This is an optimization exercise on Yosys and OpenROAD, whose aim is small area, a short achievable clock period and few clock cycles per item, not a production implementation.
At most, simulation tests tie the RTL to the original design; equivalence was not proved.
Only the layout flow was run in run 3; the RTL was not checked for function there.
No activity file was given, so power comes from the tool's default toggle rates.

### flow/design.v
module multiply_n_divide_top(clk, reset, a_in, b_in, m_d, start, result, ready);
    input [63:0] a_in, b_in;
    input clk, reset, start, m_d;
    output ready;
    output [128:0] result;
    function [6:0] len64;
        input [63:0] x;
        integer i;
        begin
            len64 = 7'd0;
            for (i = 0; i < 64; i = i + 1)
                if (x[i]) len64 = i + 1;
        end
    endfunction
    reg [63:0] H, L, Y;                            
    reg [5:0]  idx;
    reg        mb, op_mul, busy, setup;
    assign ready  = ~busy;
    assign result = {1'b0, H, L};
    reg  [6:0] la, lb;
    reg  [7:0] kd;                                 
    always @(posedge clk) begin
        la <= len64(a_in);
        lb <= len64(b_in);
        kd <= {1'b0, len64(a_in)} - {1'b0, len64(b_in)};
    end
    wire       sw_r    = lb < la;                  
    wire [6:0] m_i     = sw_r ? lb : la;
    wire       m0_r    = (m_i == 7'd0);
    wire       m1_r    = (m_i == 7'd1);
    wire [5:0] mi_r    = m_i[5:0] - 6'd2;          
    wire [5:0] kr_i    = kd[5:0] | 6'd7;
    wire [5:0] la1_i   = la[5:0] - 6'd1;
    wire       bz_i    = (lb == 7'd0);
    wire       use_la  = la1_i <= kr_i;
    wire       alb_r   = kd[7] & ~bz_i;            
    wire [5:0] s0_r    = bz_i ? 6'd63 : (use_la ? la1_i : kr_i);
    reg  [63:0] r0;
    reg         d0_r;
    always @* begin
        case (kd[5:3])
            3'd0: begin r0 = {8'd0,  a_in[63:8]};  d0_r = a_in[7];  end
            3'd1: begin r0 = {16'd0, a_in[63:16]}; d0_r = a_in[15]; end
            3'd2: begin r0 = {24'd0, a_in[63:24]}; d0_r = a_in[23]; end
            3'd3: begin r0 = {32'd0, a_in[63:32]}; d0_r = a_in[31]; end
            3'd4: begin r0 = {40'd0, a_in[63:40]}; d0_r = a_in[39]; end
            3'd5: begin r0 = {48'd0, a_in[63:48]}; d0_r = a_in[47]; end
            3'd6: begin r0 = {56'd0, a_in[63:56]}; d0_r = a_in[55]; end
            default: begin r0 = 64'd0; d0_r = a_in[63]; end
        endcase
        if (bz_i) begin
            r0 = 64'd0;
            d0_r = a_in[63];
        end else if (use_la) begin
            r0 = 64'd0;
            d0_r = 1'b1;
        end
    end
    wire        ysel = op_mul & sw_r;
    wire [63:0] ydin = ysel ? a_in : b_in;         
    wire [63:0] src  = ysel ? b_in : a_in;         
    wire run_n = op_mul ? ~(m0_r | m1_r) : ~alb_r;
    wire       last   = (idx == 6'd0);
    wire [5:0] idx_nx = setup ? mi_r : idx - 6'd1;
    wire       mb_nx  = (setup & ~op_mul) ? d0_r : src[idx_nx];
    wire [64:0] xa = {L, mb & ~op_mul};
    wire [64:0] xb = {~op_mul, Y};
    wire [66:0] s1 = {1'b0, xa, 1'b1} + {1'b0, xb, ~op_mul};
    wire [65:0] s  = s1[66:1];
    wire        co = s[65];                        
    wire [63:0] rem = (co | op_mul) ? s[63:0] : xa[63:0];
    wire [62:0] hp1 = H[62:0] + 63'd1;
    wire [62:0] hsh = (co & op_mul) ? hp1 : H[62:0];
    always @(posedge clk) begin
        Y <= op_mul ? (ydin & {64{mb_nx}}) : ~b_in;
        if (reset) begin
            busy  <= 1'b0;
            setup <= 1'b0;
        end else if (!busy) begin
            if (start) begin
                busy   <= 1'b1;
                setup  <= 1'b1;
                op_mul <= m_d;
            end
        end else begin
            setup <= 1'b0;
            if (setup ? !run_n : last) busy <= 1'b0;
            idx <= setup & ~op_mul ? s0_r : idx_nx;
            mb  <= mb_nx;
            if (setup) begin
                H <= (alb_r & ~op_mul) ? a_in : 64'd0;
                L <= op_mul ? (m0_r ? 64'd0 : ydin) : r0;
            end else if (op_mul | !last) begin
                H <= {hsh, op_mul ? s[64] : co};
                L <= rem;
            end else begin
                H <= rem;
                L <= {H[62:0], co};
            end
        end
    end
endmodule
### flow/flow/run.sh
#!/bin/bash
set -e
export BUFFER_PORTS_ARGS="-buffer_cell sky130_fd_sc_hd__buf_1"
echo 'export BUFFER_PORTS_ARGS = -buffer_cell sky130_fd_sc_hd__buf_1' >> config.mk
bash standard.sh finish > standard_sh.log 2>&1
### flow/standard.sh
#!/bin/bash
# synth_recipe.tcl (not shown) runs the flow's synth.tcl, then flattens the netlist and writes it again
# the make line also repeats each setting of config.mk as NAME=value (left out here)
make -C /OpenROAD-flow-scripts/flow DESIGN_CONFIG=/design/flow/config.mk WORK_HOME=/design/flow/orfs CLKGATE_MAP_FILE= SYNTH_SCRIPT=/design/flow/synth_recipe.tcl "${@:-finish}"
### flow/config.mk
export PLATFORM = sky130hd
export DESIGN_NAME = multiply_n_divide_top
export DESIGN_NICKNAME = multiply_n_divide_top
export VERILOG_FILES = /design/flow/design.v
export SDC_FILE = /design/flow/constraint.sdc
export NUM_CORES = 4
export LEC_CHECK = 0
export CAP_MARGIN = 20
export CORE_MARGIN = 2
export CORE_UTILIZATION = 40
export SETUP_SLACK_MARGIN = 0.1
export SLEW_MARGIN = 20
export BUFFER_PORTS_ARGS = -buffer_cell sky130_fd_sc_hd__buf_1
### flow/constraint.sdc
create_clock -name core_clock -period 4.5 [get_ports {clk}]
set_input_delay 0.9000 -clock core_clock [delete_from_list [all_inputs] [get_ports {clk}]]
set_output_delay 0.9000 -clock core_clock [all_outputs]
set_load 0.01 [all_outputs]
==> results.py, run 1 <==
metrics = {
    "clock_network": {
        "clockRootBuffer": "clkbuf_16",
        "cts_tree": "built",
        "htree_levels": 1,
        "cts_max_path_buffers": 3,
        "path_clk_slew_ps": 60,
        "insertion_delay_ps": 580,
        "cts_num_sinks": 220,
        "cts_buffers": 28,
    },
    "layout": {
        "stdcell_count": 3645,
        "utilization_pct": 48.9,
        "area_growth_pct": 20.5,
        "final_area_sq_um": 25200,
        "fin_nets": 3149,
        "layout-drive-gt1-share_pct": 13.0,
        "final_cell_mix": "271 x nand2_1, 260 x buf_1, 212 x a21oi_1, 211 x o21ai_0, 208 x nor2_1",
        "final_common_cell": "nand2_1",
    },
    "sta": {
        "tightest_slew_ps": 1130,
        "rsz0062_at_grt": "yes",
        "fmaxAchievable_ghz": 0.236,
        "period_needed_ps": 4230,
        "hold_viol_final": 0,
        "relSlewSlack_pct": 24.5,
        "whs_ps": 512,
        "finalSetupTns_ps": 0,
        "drv_slew": 0,
        "finalSetupViolCount": 0,
        "fin_skew_ps": 24.2,
        "min_period_over_period_pct": 94.0,
        "worst_slack_ps": 268,
    },
    "min_path": {
        "min_path_type": "reg -> reg",
    },
    "die": {
        "ios": 262,
        "dieArea_sq_um": 54000,
        "core_sq_um": 51400,
        "start_util_pct": 40.6,
        "rows": 83,
        "die_h_um": 232,
        "dieWidth_um": 232,
    },
    "worst_setup_path": {
        "cpMaxStageDelayCell": "a211oi_1",
        "end_kind": "flop",
        "path_cells": "ha_1 > buf_4 > a21o_1 > a21o_1 > a211oi_1 > o211ai_1 > nand4_1 > buf_4 > a211oi_2 > buf_4 > a21oi_1 > o21ai_2 > a31oi_2 > xnor2_2 > o21ai_1 > a221o_1",
        "crit_start": "L[12]",
        "worstRegToRegCells": 16,
        "path_buf_inv": 3,
        "start_kind": "flop",
        "worst-path-max-fanout": 6,
        "worstSetupPathType": "reg -> reg",
        "reg2reg_from": "L[12]",
        "crit_top_cell": "buf_4",
        "r2r_slack_ps": 270,
        "crit_path_end": "L[62]",
        "cp.arrival_ps": 4560,
        "worstPathRequired_ps": 4830,
        "r2r_end": "L[62]",
        "crit_cells": 16,
        "slowest_delay_ps": 460,
        "cpLargestDelayFamily": "compound AO/OA/AOI/OAI gates",
    },
    "outcome": {
        "outcome": "complete, no violations",
    },
    "grt": {
        "grt-ovfl-total": 0,
        "grt_pass1_wl_um": 146000,
        "track_usage_pct": 36.3,
        "grt_pass1_vias": 22300,
        "grt_max_degree": 137,
        "antenna_found_initial": 12,
    },
    "detailed_routing": {
        "post_drt_wl_per_cell_um": 28.2,
        "drt_iter0_markers": 3294,
        "postRouteWirelength_um": 103000,
        "drc_errors": 0,
        "viasPerCell": 6.52,
        "drtAntennaViolNets": 0,
        "vias": 23800,
        "dr.pass1.iters": 8,
    },
    "synthesis": {
        "muxShareOfSynthArea_pct": 10.4,
        "ys_seq_area_share_pct": 27.6,
        "async_flop_share_pct": 0,
        "syn-cell-area_sq_um": 20900,
        "synth_compound_area_share_pct": 29.0,
        "synthFlopType": "edfxtp_1",
        "synth-xor-area-share_pct": 5.25,
        "synth_edf_count": 136,
        "yosys.area_share.simple_pct": 17.0,
        "synth.distinct_cells": 87,
        "synth_top_family_by_area": "compound AO/OA/AOI/OAI gates",
        "avgSynthCellArea_sq_um": 7.95,
        "ys_seq_elements": 220,
        "syn-num-nets": 2843,
        "synthCells": 2625,
        "synth_fa_ha_area_share_pct": 5.19,
        "ys_warn_count": 1,
    },
    "pwr": {
        "power_mw": 10.2,
        "powerDensity_nw_per_um2": 406,
        "p_leak_nw": 10.1,
        "ir_drop_mv": 0.269,
    },
    "placed_design": {
        "place_inst": 3570,
        "gp_congestion": 1.04,
        "portBuffers": 260,
        "place_ws_ps": -94.5,
        "place_area_sq_um": 23600,
        "dp_hpwl_um": 76400,
    },
    "flow_run": {
        "drv_cap": 0,
    },
}
==> how the worst min path moves through the flow <==
stage               slack, ps  cells after the start      to  from
floorplan                 480                      2   setup  busy
finish                    510                      2   setup  busy
global route              520                      1  op_mul   m_d
detailed placement        490                      2   setup  busy
CTS                       500                      1  op_mul   m_d
global placement          500                      2   setup  busy
==> report_power, final <==
group | switching [mW] | internal (mW)
registers | 0.183 | 2.47
clock network | 1.02 | 1.68
logic | 2.97 | 1.91
==> repair_timing <==
action,4_1_cts,5_1_grt
hold buffers,0,0
setup buffers,0,7
pin swaps,4,22
resized for setup,4,50
cloned,2,2
endpoints found under the hold margin,0,0
setup endpoints to repair,56,189
==> synthesized netlist by cell type (21+ instances only) <==
cell type,instances,area share [%]
a211oi_1,30,1.1
a21o_1,87,3.1
a21oi_1,215,5.2
a22oi_1,44,1.6
and3_1,42,1.3
clkbuf_1,147,2.6
dfxtp_1,84,8.1
edfxtp_1,136,20
ha_1,85,5.1
inv_1,69,1.2
mux2_2,24,1.3
mux2i_1,184,8.8
nand2_1,274,4.9
nand3_1,55,1.3
nand4_1,25,0.75
nor2_1,215,3.9
nor3_1,49,1.2
nor4_1,30,0.90
o21ai_0,216,5.2
o221ai_1,21,0.88
o22ai_1,101,3.0
o31ai_1,35,1.3
xnor2_1,67,2.8
xor2_1,58,2.4
==> logic make-up after synthesis <==
| kind of cell | count (synthesis) |
|---|---|
| XOR/XNOR | 125 |
| adder cells (fa/ha/maj) | 86 |
| buffers and inverters | 268 |
| multiplexers | 213 |
| flip-flops | 220 |
| AND/OR/NAND/NOR | 777 |
| other | 1 |
| AO/OA/AOI/OAI | 935 |
==> area by class of cell <==
cell class	instances	area [sq um]
clock inverter	17	250
inverter	70	263
fill	5099	26300
multi-input combinational	2137	14300
timing repair buffer	474	2860
sequential	220	5780
clock buffer	35	843
antenna	12	30.0
tap	680	851
==> worst min-delay path, stage by stage, from the launching register on <==
cell	delay, ps
dfxtp_1	330
nor2_1	60
o21a_1	90
==> flip-flops by register name (all words and copies together) (netlist names), 4 cells and up <==
signal  flops
idx         6
la          7
kd          4
L          64
Y          64
lb          7
H          64
==> per-layer routing <==
layer / GRT usage, % / vias to the layer above / share of wire, %
li1: - / 10500 / -
met1: 49.1 / 11400 / 40
met3: 7.99 / 313 / 11
met2: 55.3 / 1584 / 43
met4: 15.8 / 8 / 5.0
met5: 0 / - / 0.055
Testbench counts, summed over its fixed seeds: cycles 23,523, items 1,280.
==> run 2: changes to the inputs <==
--- a/flow/config.mk
+++ b/flow/config.mk
@@ -8,6 +8,6 @@
 export CAP_MARGIN = 20
 export CORE_MARGIN = 2
 export CORE_UTILIZATION = 40
-export SETUP_SLACK_MARGIN = 0.1
+export SETUP_SLACK_MARGIN = 0.2
 export SLEW_MARGIN = 20
 export BUFFER_PORTS_ARGS = -buffer_cell sky130_fd_sc_hd__buf_1
==> results.py, run 2 <==
metrics = {
    "detailed_routing": {
        "drt_iter0_markers": 3496,
        "post_drt_wl_per_cell_um": 29.6,
        "dr.pass1.iters": 6,
        "drtAntennaViolNets": 0,
        "vias": 24400,
        "drc_errors": 0,
        "viasPerCell": 6.66,
        "postRouteWirelength_um": 109000,
    },
    "layout": {
        "stdcell_count": 3664,
        "reg.largest.list": "H: 64 flops, L: 64 flops, Y: 64 flops",
        "nFillCells": 5134,
        "layout-drive-gt1-share_pct": 14.1,
        "utilization_pct": 49.0,
        "fin_nets": 3176,
        "final_cell_mix": "271 x nand2_1, 260 x buf_1, 213 x o21ai_0, 213 x buf_4, 209 x a21oi_1",
        "final_common_cell": "nand2_1",
        "area_growth_pct": 20.6,
    },
    "placed_design": {
        "place_inst": 3594,
        "gp_congestion": 1.11,
        "dp_hpwl_um": 82200,
        "portBuffers": 260,
    },
    "sta": {
        "drv_slew": 0,
        "hold_viol_final": 0,
        "rsz0062_at_grt": "yes",
        "fmaxAchievable_ghz": 0.236,
        "period_needed_ps": 4230,
        "tightest_slew_ps": 1230,
        "finalSetupTns_ps": 0,
        "min_period_over_period_pct": 94.1,
        "fin_skew_ps": 16.0,
        "relSlewSlack_pct": 17.0,
        "finalSetupViolCount": 0,
    },
    "min_path": {
        "min_path_type": "reg -> reg",
        "worstHoldPathCells": 2,
        "hp-start": "busy",
    },
    "clock_network": {
        "htree_levels": 1,
        "cts_num_sinks": 220,
        "cts_tree": "built",
        "path_clk_slew_ps": 60,
        "cts_max_path_buffers": 3,
        "cts_buffers": 28,
        "insertion_delay_ps": 590,
        "clockRootBuffer": "clkbuf_16",
    },
    "pwr": {
        "p_leak_nw": 10.1,
        "ir_drop_mv": 0.328,
        "powerDensity_nw_per_um2": 397,
        "power_mw": 10.0,
    },
    "die": {
        "die_h_um": 232,
        "rows": 83,
        "core_sq_um": 51400,
        "ios": 262,
        "start_util_pct": 40.6,
        "dieArea_sq_um": 54000,
        "dieWidth_um": 232,
    },
    "worst_setup_path": {
        "end_kind": "flop",
        "worst-path-max-fanout": 8,
        "crit_cells": 14,
        "worstPathRequired_ps": 4800,
        "slowest_delay_ps": 610,
        "reg2reg_from": "L[42]",
        "start_kind": "flop",
        "path_cells": "ha_2 > nand4_1 > nor2_4 > nand4_1 > or4_1 > a21oi_2 > o311ai_4 > a21oi_1 > buf_4 > nand2_1 > buf_4 > nor2_1 > xnor2_1 > o21ai_0",
        "cpLargestDelayFamily": "simple AND/OR/NAND/NOR gates",
        "worstRegToRegCells": 14,
        "path_buf_inv": 2,
        "cpMaxStageDelayCell": "or4_1",
        "cp.arrival_ps": 4530,
        "crit_start": "L[42]",
        "worstSetupPathType": "reg -> reg",
    },
    "grt": {
        "track_usage_pct": 38.4,
        "grt-ovfl-total": 0,
        "grt_pass1_vias": 22700,
        "grt_pass1_wl_um": 153000,
        "grt_max_degree": 137,
        "antenna_found_initial": 12,
    },
    "synthesis": {
        "ys_warn_count": 1,
        "synth_top_area_cell": "edfxtp_1",
        "synth.distinct_cells": 87,
        "synthCells": 2625,
        "ys_seq_elements": 220,
        "syn-cell-area_sq_um": 20900,
        "yosysTopAreaCellShare_pct": 19.6,
        "async_flop_share_pct": 0,
        "avgSynthCellArea_sq_um": 7.95,
        "synth_most_common_cell": "nand2_1",
        "synthTopCellsByCount": "274 x nand2_1, 216 x o21ai_0, 215 x a21oi_1, 215 x nor2_1, 184 x mux2i_1",
        "synth_edf_count": 136,
        "synthFlopType": "edfxtp_1",
        "ys_seq_area_share_pct": 27.6,
        "ys_top_cells_by_area": "edfxtp_1 20%, mux2i_1 8.8%, dfxtp_1 8.1%, o21ai_0 5.2%, a21oi_1 5.2%",
        "syn-num-nets": 2843,
    },
    "flow_run": {
        "drv_cap": 0,
    },
    "outcome": {
        "outcome": "complete, no violations",
    },
}
-- run 2: metal layers --
layer | GRT usage, % | routed length [um] | up-vias
met5 | 0 | 76 | -
met4 | 22.9 | 7660 | 12
met3 | 9.72 | 13500 | 394
met2 | 56.9 | 45300 | 1756
met1 | 50.3 | 42100 | 11700
li1 | - | - | 10500
-- run 2: what timing repair did --
item	in CTS	in global routing
setup buffers	0	11
setup endpoints to repair	11	165
resized for setup	4	65
hold buffers	0	0
gates cloned	0	3
pin swaps	1	21
-- run 2: final timing paths --
kind / endpoint / slack [ps]
max: H[9] / 270
max reg2reg: H[9] / 270
min reg2reg: setup / 530
min: setup / 530
-- run 2: power by group --
part           switching (mW)  total (mW)  internal [mW]
Sequential              0.222        2.69           2.47
Combinational            3.03        5.03           1.99
Clock                    1.01        2.29           1.28
Total                    4.26        10.0           5.74
-- run 2: cells by family (layout without fill, tap and decap cells) --
| group | count (synthesis) | count (layout) | share of synthesized area [%] |
|---|---|---|---|
| other | 1 | 5 | 0.0180 |
| flip-flops | 220 | 220 | 27.6 |
| buffers and inverters | 268 | 623 | 5.46 |
| AO/OA/AOI/OAI | 935 | 935 | 29.0 |
| XOR/XNOR | 125 | 125 | 5.25 |
| adder cells (fa/ha/maj) | 86 | 86 | 5.19 |
| AND/OR/NAND/NOR | 777 | 777 | 17.0 |
| multiplexers | 213 | 213 | 10.4 |
-- run 2: worst register-to-register path: cells and delay by family (launching register included) --
family / cells / cell delay, ps
AO/OA/AOI/OAI: 4 / 920
XOR/XNOR: 1 / 130
adder cells (fa/ha/maj): 1 / 450
buffers and inverters: 2 / 450
flip-flops: 1 / 460
AND/OR/NAND/NOR: 6 / 1550
-- run 2: metrics by stage --
step / cell area [sq um] / hold WS [ps] / setup slack [ps]
2_1_floorplan: 20900 / 482 / 213
3_5_place_dp: 23800 / 525 / -59.4
4_1_cts: 24700 / 527 / 221
5_1_grt: 25200 / 558 / 158
6_report: 25200 / 526 / 267
3_3_place_gp: 23800 / 524 / 27.3
-- run 2: area by class of cell --
cell class	instances	area, sq um	share of cell area, %
inverter	70	263	1.04
clock inverter	15	97.6	0.388
timing repair buffer	501	3100	12.3
clock buffer	37	790	3.14
multi-input combinational	2137	14300	56.7
antenna	4	10.0	0.0398
sequential	220	5790	23.0
tap	680	851	3.38
==> run 3: changes to the inputs <==
--- a/flow/design.v
+++ b/flow/design.v
@@ -14,7 +14,7 @@
     endfunction
     reg [63:0] H, L, Y;                            
     reg [5:0]  idx;
-    reg        mb, op_mul, busy, setup;
+    reg        mb, g, op_mul, busy, setup;
     assign ready  = ~busy;
     assign result = {1'b0, H, L};
     reg  [6:0] la, lb;
@@ -64,7 +64,7 @@
     wire [5:0] idx_nx = setup ? mi_r : idx - 6'd1;
     wire       mb_nx  = (setup & ~op_mul) ? d0_r : src[idx_nx];
     wire [64:0] xa = {L, mb & ~op_mul};
-    wire [64:0] xb = {~op_mul, Y};
+    wire [64:0] xb = {~op_mul, Y & {64{g}}};
     wire [66:0] s1 = {1'b0, xa, 1'b1} + {1'b0, xb, ~op_mul};
     wire [65:0] s  = s1[66:1];
     wire        co = s[65];                        
@@ -72,7 +72,7 @@
     wire [62:0] hp1 = H[62:0] + 63'd1;
     wire [62:0] hsh = (co & op_mul) ? hp1 : H[62:0];
     always @(posedge clk) begin
-        Y <= op_mul ? (ydin & {64{mb_nx}}) : ~b_in;
+        Y <= op_mul ? ydin : ~b_in;
         if (reset) begin
             busy  <= 1'b0;
             setup <= 1'b0;
@@ -87,6 +87,7 @@
             if (setup ? !run_n : last) busy <= 1'b0;
             idx <= setup & ~op_mul ? s0_r : idx_nx;
             mb  <= mb_nx;
+            g   <= mb_nx | ~op_mul;
             if (setup) begin
                 H <= (alb_r & ~op_mul) ? a_in : 64'd0;
                 L <= op_mul ? (m0_r ? 64'd0 : ydin) : r0;
--- a/flow/config.mk
+++ b/flow/config.mk
@@ -8,6 +8,6 @@
 export CAP_MARGIN = 20
 export CORE_MARGIN = 2
 export CORE_UTILIZATION = 40
-export SETUP_SLACK_MARGIN = 0.2
+export SETUP_SLACK_MARGIN = 0.1
 export SLEW_MARGIN = 20
 export BUFFER_PORTS_ARGS = -buffer_cell sky130_fd_sc_hd__buf_1
==> results.py, run 3 <==
metrics = {
    "clock_network": {
        "path_clk_slew_ps": 60,
        "htree_levels": 1,
        "insertion_delay_ps": 610,
        "clockRootBuffer": "clkbuf_16",
        "cts_buffers": 29,
        "cts_tree": "built",
        "cts_max_path_buffers": 3,
        "cts_num_sinks": 221,
    },
    "placed_design": {
        "portBuffers": 260,
        "place_area_sq_um": 24600,
        "dp_hpwl_um": 82000,
        "gp_congestion": 1.02,
    },
    "sta": {
        "period_needed_ps": 4360,
        "min_period_over_period_pct": 97.0,
        "fin_skew_ps": 18.7,
        "tightest_slew_ps": 1250,
        "fmaxAchievable_ghz": 0.229,
        "relSlewSlack_pct": 16.1,
        "rsz0062_at_grt": "yes",
        "hold_viol_final": 0,
        "whs_ps": 476,
        "finalSetupViolCount": 0,
        "drv_slew": 0,
    },
    "grt": {
        "track_usage_pct": 36.9,
        "grt-ovfl-total": 0,
        "grt_pass1_wl_um": 156000,
        "grt_pass1_vias": 23100,
        "antenna_found_initial": 13,
        "grt_max_degree": 71,
    },
    "min_path": {
        "min_path_type": "in -> reg",
        "hp-start": "m_d",
    },
    "layout": {
        "area_growth_pct": 17.4,
        "reg.largest.list": "H: 64 flops, L: 64 flops, Y: 64 flops",
        "final_cell_mix": "374 x nand2_1, 260 x buf_1, 246 x nor2_1, 241 x a21oi_1, 220 x mux2i_1",
        "utilization_pct": 47.7,
        "layout-drive-gt1-share_pct": 10.8,
        "final_common_cell": "nand2_1",
        "final_area_sq_um": 25800,
        "fin_nets": 3344,
    },
    "worst_setup_path": {
        "worstPathRequired_ps": 4830,
        "worstSetupPathType": "reg -> reg",
        "cp.arrival_ps": 4690,
        "cpLargestDelayFamily": "compound AO/OA/AOI/OAI gates",
        "path_cells": "buf_12 > and2_1 > ha_1 > a211oi_1 > o21ai_0 > and3_1 > o31a_1 > or3_1 > o2111ai_1 > a21oi_1 > buf_4 > nor2_1 > o21ai_0 > xnor2_1 > a21oi_1",
        "worst-path-max-fanout": 51,
        "start_kind": "flop",
        "path_buf_inv": 2,
        "crit_start": "g",
        "end_kind": "flop",
        "cpMaxStageDelayCell": "edfxtp_1",
        "reg2reg_from": "g",
        "slowest_delay_ps": 440,
    },
    "die": {
        "ios": 262,
        "die_h_um": 238,
        "dieArea_sq_um": 56800,
        "rows": 85,
        "start_util_pct": 40.7,
        "dieWidth_um": 238,
        "core_sq_um": 54000,
    },
    "pwr": {
        "powerDensity_nw_per_um2": 351,
        "p_leak_nw": 10.3,
        "power_mw": 9.05,
        "ir_drop_mv": 0.323,
    },
    "detailed_routing": {
        "postRouteWirelength_um": 109000,
        "drc_errors": 0,
        "wl_met3_um": 16000,
        "drtAntennaViolNets": 0,
        "top_layer": "met5",
        "vias": 25200,
        "drt_iter0_markers": 3830,
        "viasPerCell": 6.53,
        "post_drt_wl_per_cell_um": 28.4,
        "wl_met2_um": 43900,
        "met1_length_um": 44300,
        "dr.pass1.iters": 6,
    },
    "synthesis": {
        "ys_warn_count": 1,
        "synth_most_common_cell": "nand2_1",
        "synthTopCellsByCount": "374 x nand2_1, 250 x nor2_1, 241 x a21oi_1",
        "synth_top_area_cell": "edfxtp_1",
        "avgSynthCellArea_sq_um": 7.65,
        "ys_top_cells_by_area": "edfxtp_1 19%, mux2i_1 10%, dfxtp_1 7.7%, nand2_1 6.4%, a21oi_1 5.5%",
        "synthCells": 2871,
        "async_flop_share_pct": 0,
        "syn-cell-area_sq_um": 22000,
        "yosysTopAreaCellShare_pct": 18.7,
        "synth.distinct_cells": 84,
        "synthFlopType": "edfxtp_1",
        "ys_seq_elements": 221,
        "ys_seq_area_share_pct": 26.4,
        "synth_edf_count": 137,
        "syn-num-nets": 3089,
    },
    "outcome": {
        "outcome": "complete, no violations",
    },
    "flow_run": {
        "drv_cap": 0,
    },
}
run 3: cell types whose count changed in the layout (fill, tap and decap cells not counted), moves of 29 or more:
| cell | before | now |
|---|---|---|
| o21ai_0 | 213 | 176 |
| nor3_1 | 47 | 106 |
| nand2_1 | 271 | 374 |
| a21oi_1 | 209 | 241 |
| o211ai_1 | 17 | 46 |
| o221ai_1 | 20 | 73 |
| nor2_1 | 207 | 246 |
| o22ai_1 | 100 | 6 |
| and2_1 | 13 | 77 |
| mux2i_1 | 184 | 220 |
| a21o_1 | 87 | 31 |
run 3: worst paths after layout:
check                              end  slack, ps  depth (start not counted)
worst max-delay path              H[0]        140                         15
worst min-delay path            op_mul        480                          1
worst max register to register    H[0]        140                         15
worst min register to register   setup        520                          2
run 3: layout make-up:
cell class	count	area [sq um]
antenna	8	20.0
clock buffer	36	812
clock inverter	17	205
fill	5438	28200
inverter	70	263
multi-input combinational	2323	15100
sequential	221	5800
tap	696	871
timing repair buffer	481	2760
run 3: worst register-to-register path: stages (launching register included):
cell and delay [ps]:
edfxtp_1 440, buf_12 200, and2_1 230, ha_1 300, a211oi_1 220, o21ai_0 180, and3_1 240, o31a_1 340
or3_1 390, o2111ai_1 440, a21oi_1 170, buf_4 190, nor2_1 100, o21ai_0 110, xnor2_1 400, a21oi_1 130
run 3: stage by stage:
| step | instances | TNS [ps] | setup WS (ps) |
|---|---|---|---|
| 2_1_floorplan | 2871 | 0 | 145 |
| 3_3_place_gp | 3789 | -166 | -110 |
| 3_5_place_dp | 3789 | -225 | -130 |
| 4_1_cts | 3842 | 0 | 134 |
| 5_1_grt | 3850 | 0 | 16.4 |
| 6_report | 3852 | 0 | 136 |
run 3: cells by family after synthesis:
group / Yosys count / share of synthesized area (%)
AND/OR/NAND/NOR: 1017 / 21.3
AO/OA/AOI/OAI: 863 / 25.8
buffers and inverters: 327 / 5.78
multiplexers: 235 / 10.9
flip-flops: 221 / 26.4
XOR/XNOR: 121 / 4.82
adder cells (fa/ha/maj): 86 / 4.93
other: 1 / 0.0171
run 3: routing by layer:
layer  vias up  track usage, %
met5         -               0
met4        10            15.8
met3       320            14.2
li1      11100               -
met1     11900            50.3
met2      1823            51.3
run 3: where the power goes:
part	internal, mW	switching (mW)
sequential	2.41	0.207
clock	1.51	1.07
combinational	1.44	2.41
total	5.35	3.69
run 3: repair_timing:
action	in CTS	in global routing
pin swaps	0	4
buffers inserted	0	1
hold endpoints to repair	0	0
hold buffers	0	0
gates cloned	0	1
gates resized for setup	6	17
endpoints found under the setup margin	48	104

## separate check: timing with driven ports
The results above use ideal ports. As a check the final layouts listed here were re-extracted and re-timed, cells and wires unchanged. Step 1, drivers: a clkbuf_16 drives clk and a buf_2 each remaining input, both assumed. Step 2 also shifts input and output timing later by t, the mid clock arrival at the registers, as if the neighbouring blocks saw the same clock. a / b / c = no drivers / after step 1 / after step 2; a / b = the first two.
run	shift t [ns]	setup WS [ns]	worst setup path at the end	worst slew at a driven data input, ns	cell pins on the clock port's net
run 1	0.635	0.268 / 0.268 / -0.276	input to register	0.10	1
run 2	0.650	0.267 / 0.267 / -0.087	input to register	0.15	1
run 3	0.663	0.136 / 0.136 / -0.151	input to register	0.10	1
With both steps, setup timing fails in every run listed, where it was met with ideal ports. The setup slack of run 1, which loses most, moves by 0.000 ns with the drivers and by -0.544 ns with both steps.
